Background: an optimization exercise with open tools, aiming at small area, a short achievable clock period and few clock cycles. Do not read the settings as production practice.
Function not checked in this run: the RTL went through the layout flow alone.

==> flow/config.mk <==
export PLATFORM = sky130hd
export DESIGN_NAME = cpu_design
export DESIGN_NICKNAME = cpu_design
export VERILOG_FILES = /design/flow/design.v
export SDC_FILE = /design/flow/constraint.sdc
export NUM_CORES = 4
export LEC_CHECK = 0
export CAP_MARGIN = 20
export CORE_MARGIN = 2
export CORE_UTILIZATION = 40
export SLEW_MARGIN = 20
==> flow/constraint.sdc <==
create_clock -name core_clock -period 8.0 [get_ports {clock}]
set_input_delay 1.6000 -clock core_clock [delete_from_list [all_inputs] [get_ports {clock}]]
set_output_delay 1.6000 -clock core_clock [all_outputs]
set_load 0.01 [all_outputs]
==> flow/design.v <==
module cpu_design (reset, clock, write_read, M_address, M_data_in, M_data_out,overflow,status);
input reset,clock;
input[7:0] M_data_in;
output reg write_read,overflow;
output reg [7:0] M_data_out;
output reg[11:0] M_address;
reg[15:0] IR;
reg[7:0] MDR;
reg[11:0] MAR,PC;
reg [7:0]R0;
reg [7:0]R1;
reg [7:0]R2;
reg [7:0]R3;
reg [7:0]A;
reg [8:0]F;
output reg[2:0] status;
parameter idle=4'b0000, load=4'b0001, move=4'b0010, add=4'b0011, sub=4'b0100, AND=4'b0101;
parameter OR=4'b0110, XOR=4'b0111, shrp=4'b1000, shlp=4'b1001, swap=4'b1010, jmp=4'b1011;
parameter jz=4'b1100, read=4'b1101, write=4'b1110, stop=4'b1111; 
always@(*)  
begin
	if((reset==1)&&(status==3)&&(IR[15:12]==write)) 
		write_read=1'b1; 
	else
		write_read=1'b0; 
	M_address=MAR;
	M_data_out=MDR;
	overflow=F[8]^F[7];
 end
always @(negedge clock or negedge reset) 
begin
	if(reset==1'b0)
	begin
		MAR<=12'b000000000000;
		status<=3'b000; 
	end
	else  
		case (status)
			3'b000: begin
						status<=3'b001;
						MAR<=PC;
						case(IR[9:8])
							2'b00: A<=R0;
							2'b01: A<=R1;
							2'b10: A<=R2;
							2'b11: A<=R3;
						endcase
					end
			3'b001: begin
						if(IR[15:12]==stop)status<=1;
						else if (IR[15:12]==swap|| (IR[15:12]==jmp)|| IR[15:12]==jz || IR[15:12]==read || IR[15:12]==write) 
							status<=3'b010;
						else
							status<=3'b000;
					end
			3'b010:begin 
						if(IR[15:12]==swap)
							status <= 3'b000;
						else if ((IR[15:12]==jmp)||(IR[15:12]==read)||(IR[15:12]==write))
						begin
							MAR <= IR[11:0];
							status <= 3'b011;
						end
						else if((IR[15:12]==jz)&& (R0[7:0] == 8'b0000_0000)) 
						begin
							MAR <= IR[11:0];
							status <= 3'b011;
						end
						else
						begin
							MAR <= PC;
							status <= 3'b011;
						end
					end
			3'b011:begin
						if((IR[15:12]==write) || (IR[15:12]==read))
						begin
							MAR<=PC;
							status<=3'b100;
						end
						else
							status<=3'b000;
					 end
			3'b100:begin
						status<=3'b000;
					 end
			default:status<=3'b000;
		endcase
end
always@(posedge clock or negedge reset) 
begin
	if(reset==1'b0) 
	begin
		IR<=16'h0000;
		PC<=12'b000000000000;
		MDR<=8'b00000000;
		R0<=8'b00000000;
		R1<=8'b00000000;
		R2<=8'b00000000;
		F=9'b000000000;
		R3<=8'b00000000; 
	end
	else
	begin
		case (status)
			3'b000: begin
						IR[15:8]<=M_data_in;
						IR[7:0]<=8'b00000000; 
						PC<=PC+12'b000000000001; 
					end  
			3'b001: begin  
						case(IR[15:12]) 
							load: R0<={4'b0000,IR[11:8]}; 
							swap:begin
									case(IR[11:10])
										2'b00:begin
													case(IR[9:8])
														2'b00:R0<=R0;
														2'b01:R1<=R0;
														2'b10:R2<=R0;
														2'b11:R3<=R0;
													endcase
												end
										2'b01:begin
													case(IR[9:8])
														2'b00:R0<=R1;
														2'b01:R1<=R1;
														2'b10:R2<=R1;
														2'b11:R3<=R1;
													endcase
												end
										2'b10:begin
													case(IR[9:8])
														2'b00:R0<=R2;
														2'b01:R1<=R2;
														2'b10:R2<=R2;
														2'b11:R3<=R2;
													endcase
												end
										2'b11:begin
													case(IR[9:8])
														2'b00:R0<=R3;
														2'b01:R1<=R3;
														2'b10:R2<=R3;
														2'b11:R3<=R3;
													endcase
												end
									endcase
								  end
							shlp:begin 
									case(IR[11:10]) 
										2'b00:R0<=R0<<1;
										2'b01:R1<=R1<<1;
										2'b10:R2<=R2<<1;
										2'b11:R3<=R3<<1;
									endcase
								  end
							shrp:begin
									case(IR[11:10]) 
										2'b00:R0<=R0>>1;
										2'b01:R1<=R1>>1;
										2'b10:R2<=R2>>1;
										2'b11:R3<=R3>>1;
									endcase
								  end
							add:begin
									case(IR[11:10])
										2'b00:begin
													F=A+R0;
													R0<=F[7:0];
												end
										2'b01:begin
													F=A+R1;
													R1<=F[7:0];
												end
										2'b10:begin
													F=A+R2;
													R2<=F[7:0];
												end
										2'b11:begin
													F=A+R3;
													R3<=F[7:0];
												end
									endcase
								 end
							sub:begin
									case(IR[11:10])
										2'b00:begin
													F=R0-A;
													R0<=F[7:0];
												end
										2'b01:begin
													F=R1-A;
													R1<=F[7:0];
												end
										2'b10:begin
													F=R2-A;
													R2<=F[7:0];
												end
										2'b11:begin
													F=R3-A;
													R3<=F[7:0];
												end
									endcase
								 end
							move:begin
										case(IR[11:10])
											2'b00:R0<=A;
											2'b01:R1<=A;
											2'b10:R2<=A;
											2'b11:R3<=A;
										endcase
								  end
							AND:begin
									case(IR[11:10])
										2'b00:R0=R0 & A;
										2'b01:R1=R1 & A;
										2'b10:R2=R2 & A;
										2'b11:R3=R3 & A;
									endcase
								 end
							OR:begin
									case(IR[11:10])
										2'b00:R0=R0 | A;
										2'b01:R1=R1 | A;
										2'b10:R2=R2 | A;
										2'b11:R3=R3 | A;
									endcase
								end
							XOR:begin
									case(IR[11:10])
										2'b00:R0=R0 ^ A;
										2'b01:R1=R1 ^ A;
										2'b10:R2=R2 ^ A;
										2'b11:R3=R3 ^ A;
									endcase
								 end
							default:;
						endcase
					end 
			3'b010:begin
						case(IR[15:12])
							swap:begin
									case(IR[11:10])
										2'b00:R0<=A;
										2'b01:R1<=A;
										2'b10:R2<=A;
										2'b11:R3<=A;
									endcase
								  end
							read:begin
									IR[7:0]<=M_data_in;
									PC<=PC+12'b000000000001;
								  end
							write:begin
										IR[7:0]<=M_data_in;
										PC<=PC+12'b000000000001;
										MDR<=R0;
									end
							jmp:begin
									IR[7:0]<=M_data_in;
									PC<=PC+12'b000000000001;
								 end
							jz:begin
									IR[7:0]<=M_data_in;
									PC<=PC+12'b000000000001;
								end
						endcase
					 end
			3'b011:begin
						case(IR[15:12])
							jmp:begin
										PC<=IR[11:0];
									end
							jz:begin
									if(R0==8'b00000000)
										PC<=IR[11:0];
								end
							read:begin
									R0<=M_data_in;
								end
							default:;
						endcase
					 end
			3'b100:begin
					 end
			default:; 
		endcase
	end
end 
endmodule
==> flow/run.sh <==
#!/bin/bash
# synth_recipe.tcl (not shown) runs the flow's synth.tcl, then flattens the netlist and writes it again
# the make line also repeats each setting of config.mk as NAME=value (left out here)
make -C /OpenROAD-flow-scripts/flow DESIGN_CONFIG=/design/flow/config.mk WORK_HOME=/design/flow/orfs CLKGATE_MAP_FILE= SYNTH_SCRIPT=/design/flow/synth_recipe.tcl finish
==> impl_metrics.yaml <==
status:
  status: "timing/DRC/antenna clean"
routing:
  wl_per_cell_um: 25.6
  drc: 0
  postRouteAntennaNets: 0
  wl_mm: 43.9
  vias: 11300
  dr.pass1.iters: 7
  vias_per_cell: 6.61
  drtIter0Drc: 1396
global_route:
  grt_pass1_vias: 10800
  grt_max_degree: 60
  antenna_found_initial: 0
  track_usage_pct: 30.4
  grt_pass1_wl_mm: 66.3
  grt-ovfl-total: 0
synth:
  synth_flop_cell: "dfrtp_1"
  synth_edf_count: 8
  seq_area_frac_synth_pct: 21.7
  yosysUniqueCellTypes: 93
  avgSynthCellArea_sq_um: 7.92
  syn_nets: 1500
  syn-instance-count: 1375
  yosys_warnings: 1
  synth_seq_cells: 93
  mappedNetlistArea_sq_mm: 0.0109
  postSynth.asyncResetShare_pct: 91.4
layout:
  multi_input_area_sq_mm: 0.00778
  seq_area_sq_mm: 0.00237
  fillers: 2713
  syn_to_final_growth_pct: 9.01
  n_antenna_cell: 0
  final_nets: 1489
  drive_above_1_share_pct: 8.77
clock_network:
  cts-resized-gates: 0
  cts.sinks: 93
  cts_root_buf: "clkbuf_16"
  clk_pin_slew_ns: 0.06
  cts_tree: "yes"
  insertion_delay_ns: 0.43
  cts.hold.buffers_added: 0
  clockBufferDepth: 2
  cts_buffers: 9
  htreeDepth: 3
  post_cts_buffers: 0
place:
  gp_congestion: 0.985
  portBuffers: 34
  hpwl_mm: 30.8
  place_ws_ns: 0.738
floorplanning:
  die_h_um: 169
  die-area_sq_mm: 0.0286
  rows: 60
  core_area_sq_mm: 0.0269
  initial_utilization_pct: 40.5
  die_width_um: 169
  ioPinCount: 35
worst_setup_path:
  worstRegToRegCells: 8
  crit_type: "reg -> out"
  r2r_slack_ns: 0.71
  crit_chain: "nand2b_1, nor2_1, and3_1, clkdlybuf4s50_1"
  crit_path_end_kind: "primary output"
  worstPathBufferInverterCount: 1
  startpoint_type: "register"
  max_stage_delay_ns: 0.57
  crit_cells: 4
  path_max_fanout: 10
  reg2reg_to: "F[7]"
  cpMaxStageDelayCell: "dfrtn_1"
  crit_required_ns: 6.40
  crit_arrival_ns: 6.06
  reg2reg_from: "A[3]"
  critPathTopFamily: "simple AND/OR/NAND/NOR gates"
min_path:
  holdPathStages: 2
  worstHoldEndpoint: "MAR[5]"
  min-delay-start: "MAR[5]"
  hold_path_class: "reg -> reg"
sta:
  tightest_slew_ns: 1.16
  hold_viol: 0
  final-max-slew-violation-count: 0
  setup_ws_ns: 0.343
  setup_violations: 0
  fin_skew_ns: 0.0703
  hold_ws_ns: 0.424
  max_slew_margin_pct: 22.2
  fin_setup_tns_ns: 0
  rsz0062_at_grt: "no"
flow_run:
  maxCapViolations: 0
==> synthesized netlist by cell type, types with 8 or more instances <==
| cell type | number | area (sq um) |
|---|---|---|
| a21oi_1 | 140 | 701 |
| mux4_2 | 8 | 180 |
| xor2_1 | 11 | 96.3 |
| mux2_2 | 14 | 158 |
| o22ai_1 | 35 | 219 |
| a221oi_1 | 14 | 123 |
| o31ai_1 | 8 | 60.1 |
| o21ai_0 | 90 | 450 |
| buf_2 | 35 | 175 |
| o211ai_1 | 10 | 75.1 |
| dfrtp_1 | 70 | 1750 |
| fa_1 | 8 | 160 |
| buf_1 | 8 | 30.0 |
| or3_1 | 8 | 50.1 |
| clkbuf_1 | 58 | 218 |
| nand2b_1 | 16 | 100 |
| xnor2_1 | 13 | 114 |
| a22o_1 | 12 | 105 |
| a31oi_1 | 17 | 106 |
| a32oi_1 | 9 | 78.8 |
| a22oi_1 | 18 | 135 |
| nand3_1 | 32 | 160 |
| nor3_1 | 28 | 140 |
| ha_1 | 107 | 1340 |
| nor4_1 | 11 | 68.8 |
| a21o_1 | 13 | 97.6 |
| dfrtn_1 | 15 | 375 |
| o221ai_1 | 14 | 123 |
| o21bai_1 | 10 | 75.1 |
| edfxtp_1 | 8 | 240 |
| a211oi_1 | 14 | 105 |
| inv_1 | 73 | 274 |
| nor2_1 | 99 | 372 |
| nor2b_1 | 18 | 113 |
| mux2i_1 | 62 | 621 |
| o32ai_1 | 11 | 96.3 |
| nand2_1 | 135 | 507 |
==> cell type report <==
| type | count | share of cell area, % |
|---|---|---|
| flip-flops and latches | 93 | 20.0 |
| clock buffers | 9 | 1.90 |
| inverters | 74 | 2.34 |
| well taps | 341 | 3.59 |
| repair buffers | 81 | 5.82 |
| clock inverters | 15 | 0.854 |
| multi-input cells | 1097 | 65.5 |
==> sequential cells by signal (all words and copies together) (netlist names) <==
signal  count
IR         16
R0          8
PC         12
MAR        12
MDR         8
A           8
status      3
R1          8
F           2
R3          8
R2          8
==> layer usage <==
metal | global-route usage (%) | up-vias | part of all wire [%]
met3 | 5.05 | 146 | 10
met1 | 40.4 | 5408 | 40
met4 | 13.9 | 0 | 4.7
li1 | - | 5039 | -
met2 | 48.4 | 714 | 45
met5 | 0 | - | 0
==> worst register-to-register path, cell delays in order, from the launching register on <==
cell and delay [ns]:
edfxtp_1 0.58, inv_1 0.31, ha_1 0.47, or4_1 0.63
a31oi_1 0.27, mux2i_1 0.14, xor2_1 0.18, a2111oi_0 0.41
a211oi_1 0.13
==> cells in the final DEF, fill, tap and decap left out, drive strengths merged, types with 32 or more instances in the layout <==
cell type / count
o21ai: 98
nand2: 135
ha: 107
clkdlybuf4s50: 33
inv: 87
nor2: 102
nand3: 32
o22ai: 35
mux2i: 62
a21oi: 142
dfrtp: 70
buf: 48
==> cells by family after synthesis <==
kind of cell / synth area share (%)
AO/OA/AOI/OAI: 29.3
XOR/XNOR: 2.08
adder cells (fa/ha/maj): 13.8
buffers and inverters: 7.17
flip-flops: 21.7
multiplexers: 8.80
AND/OR/NAND/NOR: 17.1
==> worst max path at each step <==
| stage | from | to |
|---|---|---|
| finish | status[1] | write_read |
| global route | status[1] | write_read |
| CTS | status[1] | write_read |
| detailed placement | status[1] | write_read |
| global placement | status[1] | write_read |
| floorplan | A[1] | F[7] |
==> metrics by stage <==
step | area [sq um] | instances | util [%]
global route | 11900 | 1710 | 44.2
finish | 11900 | 1710 | 44.2
CTS | 11900 | 1710 | 44.2
global placement | 11500 | 1687 | 43.0
detailed placement | 11500 | 1687 | 43.0
floorplan | 10900 | 1375 | -
